This is an optimization exercise on Yosys and OpenROAD, whose aim is small area and a short achievable clock period, not a production implementation. RTL that was checked went through simulation tests only; none was proved equivalent to the original. Power figures rest on the tool's default switching activity, not on a simulated workload.

==> flow/design.v (excerpt) <==
module pipeline_cpu (
    input clk,rst,
    output [31:0] imem_addr,    
    input  [31:0] imem_data,    
    output        dmem_we,      
    output [31:0] dmem_addr,    
    output [31:0] dmem_wdata,   
    input  [31:0] dmem_rdata    
);
reg  [31:0] pc;
reg  [31:0] ir;             
reg         iv;             
reg  [31:0] a_e, b_e;       
reg  [12:1] imm_e;          
reg  [31:0] bop_e;          
reg  [4:0]  rd_e;
reg         fa_e, fb_e;     
reg         fbp_e, fbn_e;   
reg         fan_e;          
reg         fbs_e;          
reg         fbq_e;          
reg         regwr_e, memwr_e, lw_e, br_e;
reg         sub_e, s_add_e, s_and_e, s_or_e, s_xor_e, s_slt_e;
reg  [31:0] alu_m, wd_m;    
reg  [31:0] alu_n;          
reg  [4:0]  rd_m;
reg         regwr_m, memwr_m, lw_m;
reg  [31:0] res_w;          
reg  [4:0]  rd_w;
reg         regwr_w;
reg         tk1, tk2;       
reg  [13:0] x1, x2;         
reg  [31:0] rf [1:31];
always @(posedge clk) begin
    if (rst == 1'b0) pc <= 32'd0;
    else             pc <= pc + (tk2 ? {{18{x2[13]}}, x2} : 32'd1);
end
assign imem_addr = pc;
wire pcsrc;
wire flush_n = ~(pcsrc | tk1 | tk2);
always @(posedge clk or negedge rst) begin
    if (rst == 1'b0) iv <= 1'b0;
    else             iv <= flush_n;
end
always @(posedge clk) ir <= imem_data;
wire [6:0] op  = ir[6:0];
wire [4:0] rs1 = ir[19:15];
  ...
Size in the first run: about 1400 flip-flops, ~160 I/O pins, about 0.058 mm^2 of cells after synthesis.
==> flow/config.mk <==
export PLATFORM = sky130hd
export DESIGN_NAME = pipeline_cpu
export DESIGN_NICKNAME = pipeline_cpu
export VERILOG_FILES = /design/flow/design.v
export SDC_FILE = /design/flow/constraint.sdc
export NUM_CORES = 4
export LEC_CHECK = 0
export CAP_MARGIN = 20
export CORE_MARGIN = 2
export CORE_UTILIZATION = 50
export CTS_BUF_LIST = sky130_fd_sc_hd__clkbuf_16
export CTS_CLUSTER_DIAMETER = 60
export CTS_CLUSTER_SIZE = 24
export SLEW_MARGIN = 20
==> flow/constraint.sdc <==
create_clock -name core_clock -period 10.0 [get_ports {clk}]
set_input_delay 2.0000 -clock core_clock [delete_from_list [all_inputs] [get_ports {clk}]]
set_output_delay 2.0000 -clock core_clock [all_outputs]
set_load 0.01 [all_outputs]
standard.sh (not shown) runs the stock make flow with config.mk's settings and CLKGATE_MAP_FILE= SYNTH_SCRIPT=/design/flow/synth_recipe.tcl, a recipe that flattens the netlist after the stock synthesis.
==> flow/flow/run.sh <==
#!/bin/bash
set -euo pipefail
bash standard.sh SETUP_SLACK_MARGIN=6.8 "BUFFER_PORTS_ARGS=-buffer_cell sky130_fd_sc_hd__buf_2" finish > standard_flow.log 2>&1
Then changed:
==> flow/flow/run.sh (replaced) <==
#!/bin/bash
set -euo pipefail
bash standard.sh SETUP_SLACK_MARGIN=6.6 "BUFFER_PORTS_ARGS=-buffer_cell sky130_fd_sc_hd__buf_2" finish > standard_flow.log 2>&1
- CORE_UTILIZATION: 50 -> 40
Outcome: Global-route usage went down by 8.8 points; final cell count went up by 5.1%; core utilization went down by 13 points; final area went down by 1.9%; first-iteration DRC count went down by 1.8%; worst setup slack got worse by 0.19 ns; wire length went up by 0.75%; hold slack stays flat; synthesized area does not change.
Then changed:
- CORE_UTILIZATION: 40 -> 50
Effect: Via count decreases slightly. Worst setup slack got worse by 0.0046 ns. Fmax is about the same. Design area decreases slightly. Die area falls by about a fifth. Power increases slightly.

---

Another version of the RTL of pipeline_cpu (not shown whole).
Size: ~4600 cells after synthesis, ~1400 flip-flops.
export LEC_CHECK = 0
export CAP_MARGIN = 20
export CORE_MARGIN = 2
export CORE_UTILIZATION = 40
export CTS_BUF_LIST = sky130_fd_sc_hd__clkbuf_16
export CTS_CLUSTER_DIAMETER = 60
export CTS_CLUSTER_SIZE = 24
export SLEW_MARGIN = 20
export TNS_END_PERCENT = 10
create_clock -name core_clock -period 10.0 [get_ports {clk}]
==> flow/flow/run.sh <==
#!/bin/bash
set -euo pipefail
bash standard.sh SETUP_SLACK_MARGIN=6.8 finish > standard_flow.log 2>&1
Next try:
==> flow/flow/run.sh (replaced) <==
#!/bin/bash
set -euo pipefail
bash standard.sh SETUP_SLACK_MARGIN=6.8 "BUFFER_PORTS_ARGS=-buffer_cell sky130_fd_sc_hd__buf_2" finish > standard_flow.log 2>&1
CORE_UTILIZATION = 50   (was 40)
TNS_END_PERCENT = unset   (was 10)
Outcome: The new run completed without violations; clock power went up by about 2%; final cell count falls by 5.2%; global-route usage increases by 7.7 points; die area decreases by 20%; design area hardly moves.
Next try:
==> flow/flow/run.sh (replaced) <==
#!/bin/bash
set -euo pipefail
bash standard.sh SETUP_SLACK_MARGIN=6.8 finish > standard_flow.log 2>&1
CORE_UTILIZATION = 40   (was 50)
What happened:
- global-route usage came out lower by 7.1 points
- synthesized area does not change
- total power drops by about 1.5%
- clock-buffer cell count went down by 4
- cell count rose by about 6%
- sequential power rises by about 0.7%
- wire length increases by about 3.6%
- utilization falls by 11 points
- worst setup slack is worse by 0.039 ns
No functional check of the RTL was part of any run of this note.

[static timing again, ports no longer ideal]
In the flow no input, the clock included, has a driving cell. The finished layouts below were timed again as built, in two steps.
Step 1 assumes that a clkbuf_16 drives the clock port and a buf_2 every other input.
Step 2 adds t to the input delays and takes it off the output delays; t is the mean of the earliest and latest rising clock arrival at the registers after step 1. Input paths then give back, and output paths get back, about the clock's delay inside the block.
a / b / c = no drivers / after step 1 / after step 2; a / b = the first two.
run | t, ns | setup WS [ns] | latest minus earliest clock arrival (ns) | cell pins on the clock port's net
the first run of note 1 | 0.823 | 6.618 / 6.618 / 6.153 | 0.055 / 0.055 | 1
the second run of note 1 | 0.863 | 6.430 / 6.430 / 6.096 | 0.078 / 0.079 | 1
the third run of note 1 | 0.809 | 6.425 / 6.425 / 6.110 | 0.044 / 0.043 | 1
the first run of note 2 | 0.839 | 6.444 / 6.444 / 6.006 | 0.074 / 0.073 | 1
the second run of note 2 | 0.812 | 6.511 / 6.511 / 6.319 | 0.050 / 0.049 | 1
the third run of note 2 | 0.853 | 6.473 / 6.473 / 6.040 | 0.057 / 0.057 | 1
After both steps setup and hold are still met in every run listed. The setup slack of the first run of note 1, which loses most, moves by 0.000 ns with the drivers and by -0.465 ns with both steps.
